Source: an optimization exercise on an open RTL-to-GDS flow (aim: small area, a short achievable clock period and few clock cycles). Production flows keep margins and buffers that such runs may drop.
The RTL was checked by simulation tests, not by an equivalence proof against the original design.
Power is estimated from default activity; no workload was simulated.

// CPU_top
module CPU_top(
input clk, rstn,
output imem_en,
output [63:0] imem_addr,
input [31:0] imem_rdata,
output dmem_re, dmem_we,
output [63:0] dmem_addr, dmem_wdata,
input [63:0] dmem_rdata
    );
    wire rst = ~rstn;
    reg [63:0] pcf;           
    reg        en;            
    reg        rv;            
    reg [11:0] rpc;           
    reg [31:0] ir;            
    reg [11:0] irpc;
    reg        irv;
    reg        stl;           
    reg        mv, wv;        
    reg [4:0]  mrd, wrd;
    reg        ldrv;          
    reg [4:0]  ldrrd;
    reg [63:0] ldr;
    reg        resv;          
    reg [4:0]  resrd;
    reg [63:0] res;
    reg        dwe, dre;
    reg [11:3] daddr;         
    reg [63:0] dwdata;
    reg [64*31-1:0] rf;       
    reg [31:1] rfv;           
    reg c_op, c_opi, c_ld, c_st, c_br, c_jal, c_jalr;
    reg c_use1, c_use2, c_wr, c_ldw;
    reg c_sub, c_arith, c_left;
    reg s_add, s_sll, s_slt, s_sltu, s_xor, s_sr, s_or, s_and, s_link;
    reg b_rs2, b_immi, b_imms;
    reg t_eq, t_ne, t_lt, t_ge, t_ltu, t_geu, c_pt;
    reg [31:1] sel1, sel2;    
    reg sr1, sr2;             
    reg sl1, sl2;             
    reg x2a, x2b;             
    assign imem_en = en;
    assign imem_addr = pcf;
    assign dmem_we = dwe;
    assign dmem_re = dre;
    assign dmem_addr = {52'd0, daddr, 3'b000};
    assign dmem_wdata = dwdata;
    wire [4:0] rs1 = ir[19:15];
    wire [4:0] rs2 = ir[24:20];
    wire [4:0] rd  = ir[11:7];
    wire fire = irv & ~stl;
    wire wdx = fire & c_wr;
    wire [63:0] p1, p2;
  ...
For scale: about 7,600 cells after synthesis, roughly 290 I/O pins, roughly 110,000 µm² of cells after synthesis.
clock: 27.0 ns
lec_check: 0
cap_margin: 30
core_margin: 2
core_utilization: 55
slew_margin: 30
synth_hierarchical: 1
standard.sh (not shown) runs the stock make flow with config.mk's settings and CLKGATE_MAP_FILE= SYNTH_SCRIPT=/design/flow/synth_recipe.tcl, a recipe that flattens the netlist after the stock synthesis.
==> flow/flow/run.sh <==
#!/bin/bash
# The standard ORFS layout (standard.sh) with these changes:
#  - before floorplanning, combinational cells synthesis sized up go back to
#    their smallest size (flow/downsize.tcl); the timing repair sizes up those
#    on critical paths again;
#  - the timing repair steps aim at more setup slack than zero, so that they
#    work on the paths that set the achieved period (SDC, clock period and I/O
#    constraints stay the standard flow's);
#  - ports are buffered with buf_4 rather than the delay cell buffer_ports
#    picks on its own;
#  - CTS clusters somewhat more sinks per leaf buffer and adds no dummy loads.
set -euo pipefail
here=$(pwd)
bash standard.sh \
  "PRE_FLOORPLAN_TCL=$here/flow/downsize.tcl" \
  SETUP_SLACK_MARGIN=20.2 \
  "BUFFER_PORTS_ARGS=-buffer_cell sky130_fd_sc_hd__buf_4" \
  "CTS_ARGS=-sink_clustering_enable -repair_clock_nets -dont_use_dummy_load -sink_clustering_size 25 -sink_clustering_max_diameter 80" \
  finish > standard.log 2>&1
==> flow/flow/downsize.tcl <==
# Before floorplanning: put combinational cells that synthesis sized up back
# at their smallest drive strength; the timing repair that follows sizes up
# the ones on critical paths again.
set db [ord::get_db]
set block [ord::get_db_block]
set n 0
foreach inst [$block getInsts] {
  set name [[$inst getMaster] getName]
  if {![regexp {^(sky130_fd_sc_hd__[a-z0-9]+)_([0-9]+)$} $name -> base size]} { continue }
  if {$size eq "0" || $size eq "1"} { continue }
  if {[regexp {__(df|edf|sdf|dl|clk|conb|tap|fill|decap|diode)} $base]} { continue }
  set small [$db findMaster ${base}_1]
  if {$small eq "NULL"} { set small [$db findMaster ${base}_0] }
  if {$small eq "NULL"} { continue }
  $inst swapMaster $small
  incr n
}
puts "downsize.tcl: $n cells set to their smallest drive strength"
Testbench counts at the start, summed over its fixed seeds: cycles 36,688.
Rerun with:
--- a/flow/design.v
+++ b/flow/design.v
@@ -424,23 +424,21 @@
                | (t_ltu & ~carry) | (t_geu & carry);
     wire [22:0] off_b = {{9{ir[31]}}, ir[31], ir[7], ir[30:25], ir[11:8], 2'b00};
     wire [22:0] off_j = {ir[31], ir[31], ir[19:12], ir[20], ir[30:21], 2'b00};
     wire [23:0] tbr = {12'd0, irpc} + (c_jal ? {off_j[22], off_j} : {off_b[22], off_b});
     wire [63:0] tgt_br = {{40{tbr[23]}}, tbr};
     wire c_bad;
     branch_detection dxbad(.w(ir), .pc(irpc), .pt(), .bb(), .tgt(), .bad(c_bad));
     wire fbr = fire & c_br;
     wire fjr = fire & c_jalr;
     wire jbad = fire & c_jal & c_pt & c_bad;
-    wire redir_t = fjr | (fbr & (~c_pt | c_bad)) | jbad;    
-    wire redir_nt = fjr | (fbr & c_pt) | jbad;              
-    wire redir = taken ? redir_t : redir_nt;
+    wire redir = fjr | (fbr & (taken ? (~c_pt | c_bad) : c_pt)) | jbad;
     wire pt;
     wire [11:0] ptgt;
     wire pbb;
     branch_detection predict(.w(imem_rdata), .pc(rpc), .pt(pt), .bb(pbb), .tgt(ptgt), .bad());
     reg        btbv, rvb;
     reg [11:0] btbtag, btbtgt;
     wire hit = btbv & en & (pcf[11:0] == btbtag) & (pcf[63:12] == 52'd0);
     wire irfree = ~irv | fire;
     wire take = rv & irfree;              
     wire pred = take & pt & ~rvb;
@@ -467,71 +465,71 @@
         for (pb = 13; pb < 64; pb = pb + 1) begin: g_pch
             g_pcnext_hi u(.a1(a1), .n1(~a1), .a0(a0), .fj(fjr), .n0(~a0 & ~fjr),
                           .tb1(tgt_br[pb]), .tb0(tb0[pb]), .s(sum[pb]), .sq(pcf_seq[pb]),
                           .tk(taken), .d(pcf_d[pb]));
         end
     endgenerate
     always @(posedge clk or negedge rstn) begin
         if (!rstn) pcf <= 64'd0;
         else pcf <= pcf_d;
     end
-    wire rv_keep = ~pred & (en | (rv & ~take));
-    wire irv_keep = irfree ? rv : irv;
-    wire rv_n, irv_d;
-    g_mux2 u_rv(.a0(~redir_nt & rv_keep), .a1(~redir_t & rv_keep), .s(taken), .y(rv_n));
-    g_mux2 u_irv(.a0(~redir_nt & irv_keep), .a1(~redir_t & irv_keep), .s(taken), .y(irv_d));
     always @(posedge clk) begin
         if (rst) begin
             btbv <= 1'b0;
             rvb <= 1'b0;
             en <= 1'b1;
             rv <= 1'b0;
             irv <= 1'b0;
             stl <= 1'b0;
         end else begin
             en <= ~stl_n;
             stl <= stl_n;
-            rv <= rv_n;
+            rv <= ~redir & ~pred & (en | (rv & ~take));
             if (en) rvb <= hit;
             if (fbr & c_pt) begin
                 btbv <= 1'b1;
                 btbtag <= irpc;
                 btbtgt <= tbr[11:0];
             end
-            irv <= irv_d;
+            if (redir) irv <= 1'b0;
+            else if (irfree) irv <= rv;
         end
     end
     always @(posedge clk) begin
         if (en) rpc <= pcf[11:0];
         if (irfree) begin
             ir <= imem_rdata;
             irpc <= rpc;
         end
     end
     wire wl = ldrv & ~resv;
     wire [4:0] wa = resv ? resrd : ldrrd;
     wire [63:0] wd = resv ? res : ldr;
     wire kill_m = wdx & (mrd == rd);
     wire kill_w = wdx & (wrd == rd);
     wire kill_l = wdx & (ldrrd == rd);
     wire ldnew = wv & ~kill_w;
     wire ldrv_n = ldnew | (ldrv & ~(wl | kill_l));
     wire [4:0] ldrrd_n = ldnew ? wrd : ldrrd;
     wire [31:1] wdec;
     wire [31:1] rfv_n;
-    genvar gi;
+    genvar gi, gb;
     generate
         for (gi = 1; gi < 32; gi = gi + 1) begin: g_rf
             assign wdec[gi] = (resv | wl) & (wa == gi);
             assign rfv_n[gi] = rfv[gi] | wdec[gi];
+            wire [63:0] rf_n;
+            for (gb = 0; gb < 64; gb = gb + 1) begin: g_b
+                g_ao22 u(.a1(wdec[gi]), .b1(wd[gb]), .a2(~wdec[gi]), .b2(rf[64*(gi-1) + gb]), .y(rf_n[gb]));
+            end
             always @(posedge clk)
-                if (wdec[gi]) rf[64*(gi-1) +: 64] <= wd;
+                rf[64*(gi-1) +: 64] <= rf_n;
         end
     endgenerate
     always @(posedge clk) begin
         if (rst) begin
             rfv <= 31'd0;
             dwe <= 1'b0;
             dre <= 1'b0;
             mv <= 1'b0;
             wv <= 1'b0;
             ldrv <= 1'b0;
@@ -605,21 +603,21 @@
         sr2 <= |(r2_n & onres) & g2_n;
         sl1 <= |(r1_n & onldr);
         sl2 <= |(r2_n & onldr) & g2_n;
         x2a <= r1_n[2] & ~rfv_n[2] & ~onres[2] & ~onldr[2];
         x2b <= r2_n[2] & ~rfv_n[2] & ~onres[2] & ~onldr[2] & g2_n;
     end
     wire [31:0] ir_n = take_rd ? imem_rdata : ir;
     wire [4:0] rs1_n = ir_n[19:15];
     wire [4:0] rs2_n = ir_n[24:20];
     wire [4:0] rd_n = ir_n[11:7];
-    wire irv_n = irfree ? rv : irv;
+    wire irv_n = ~redir & (irfree ? rv : irv);
     wire mv_n = fire & c_ldw;
     wire [4:0] mrd_n = rd;
     wire wv_n = mv & ~kill_m;
     wire [4:0] wrd_n = mrd;
     wire haz1_n = k_n[7] & ((mv_n & (mrd_n == rs1_n)) | (wv_n & (wrd_n == rs1_n)));
     wire haz2_n = k_n[8] & ((mv_n & (mrd_n == rs2_n)) | (wv_n & (wrd_n == rs2_n)));
     wire ldw_if = (wv_n & (wrd_n != rd_n)) | (ldrv_n & wdx & (ldrrd_n != rd_n));
     wire [4:0] ldrd_if = (wv_n & (wrd_n != rd_n)) ? wrd_n : ldrrd_n;
     wire hazw_n = k_n[9] & mv_n & (mrd_n != rd_n) & ldw_if & (ldrd_if != mrd_n);
     wire stl_n = irv_n & (haz1_n | haz2_n | hazw_n);
After rerunning:
- worst hold slack got worse by 10 ps
- design area falls slightly
- via count rises by a quarter to a third
- global-route usage goes up by 9.4 points
- maximum frequency decreases by a few percent
- critical path depth rises by 18
Testbench counts after the change, summed over its fixed seeds: cycles 36,678.


Setup of S:
Another version of the RTL of CPU_top (not shown whole).
For scale: about 7600 cells after synthesis, ~290 I/O pins, about 0.11 mm^2 of cells after synthesis.
clock: 27.0 ns
lec_check: 0
cap_margin: 30
core_margin: 2
core_utilization: 55
slew_margin: 30
synth_hierarchical: 1
Scripts as last shown in full above: flow/flow/run.sh, flow/flow/downsize.tcl
S reached the final stage; the timing, DRC and antenna checks on its layout passed.
Testbench counts of S, summed over its fixed seeds: cycles 36,688.
Here is what was changed in the inputs of Q compared with S.
--- a/flow/design.v
+++ b/flow/design.v
@@ -601,17 +601,17 @@
         sl2 <= |(r2_n & onldr) & g2_n;
         x2a <= r1_n[2] & ~rfv_n[2] & ~onres[2] & ~onldr[2];
         x2b <= r2_n[2] & ~rfv_n[2] & ~onres[2] & ~onldr[2] & g2_n;
     end
     wire [31:0] ir_n = take_rd ? imem_rdata : ir;
     wire [4:0] rs1_n = ir_n[19:15];
     wire [4:0] rs2_n = ir_n[24:20];
     wire [4:0] rd_n = ir_n[11:7];
-    wire irv_n = irfree ? rv : irv;
+    wire irv_n = ~redir & (irfree ? rv : irv);
     wire mv_n = fire & c_ldw;
     wire [4:0] mrd_n = rd;
     wire wv_n = mv & ~kill_m;
     wire [4:0] wrd_n = mrd;
     wire haz1_n = k_n[7] & ((mv_n & (mrd_n == rs1_n)) | (wv_n & (wrd_n == rs1_n)));
     wire haz2_n = k_n[8] & ((mv_n & (mrd_n == rs2_n)) | (wv_n & (wrd_n == rs2_n)));
     wire ldw_if = (wv_n & (wrd_n != rd_n)) | (ldrv_n & wdx & (ldrrd_n != rd_n));
     wire [4:0] ldrd_if = (wv_n & (wrd_n != rd_n)) ? wrd_n : ldrrd_n;
==> comparison <==
Global-route wire length before repair in Q is 2.5% above S.
Looking at routed wire length, Q sits above S.
When the final numbers for Q and S were put side by side, the count of filler cells inserted in the layout turned out to be smaller in Q.
Last element of the critical path: en$_SDFF_PN1_ -> Q, sel2[4]$_DFF_P_ -> S
Max clock network fraction of design power across Q and S: Q
In terms of die span in x, S and Q differ only marginally.
Total power of Q is higher than that of S.
Combined area of all synthesized cells across Q and S: no real change.
Q vs S — net count of the finished layout rose about 2%.
Testbench counts of Q, summed over its fixed seeds: cycles 36,678.

==> static timing again, ports no longer ideal <==
The flow's constraints put no driver on any port. The routed layouts listed below were extracted and timed again, unchanged, in two steps. Step 1: set_driving_cell puts a clkbuf_16 on clk and a buf_2 on each other input, an assumption about the parent block. Step 2 times the ports against the registers' clock, not the clock port: input delays grow and output delays shrink by t, the midpoint of the rising clock arrivals with the driver on. Three values: no drivers, after step 1, after step 2; two values: the first two.
| run | t (ns) | slack for setup (ns) | worst setup path at the end | worst register clock-pin slew, ns |
|---|---|---|---|---|
| the first run of note 1 | 0.930 | 20.020 / 19.919 / 19.222 | input to register | 0.10 / 0.10 |
| the second run of note 1 | 0.946 | 19.721 / 19.721 / 19.297 | input to register | 0.11 / 0.11 |
| S | 0.914 | 19.993 / 20.016 / 19.150 | input to register | 0.11 / 0.11 |
| Q | 0.933 | 19.588 / 19.588 / 19.209 | input to register | 0.10 / 0.10 |
After both steps setup and hold are still met in every run listed. The setup slack of S, which loses most, moves by +0.023 ns with the drivers and by -0.843 ns with both steps.
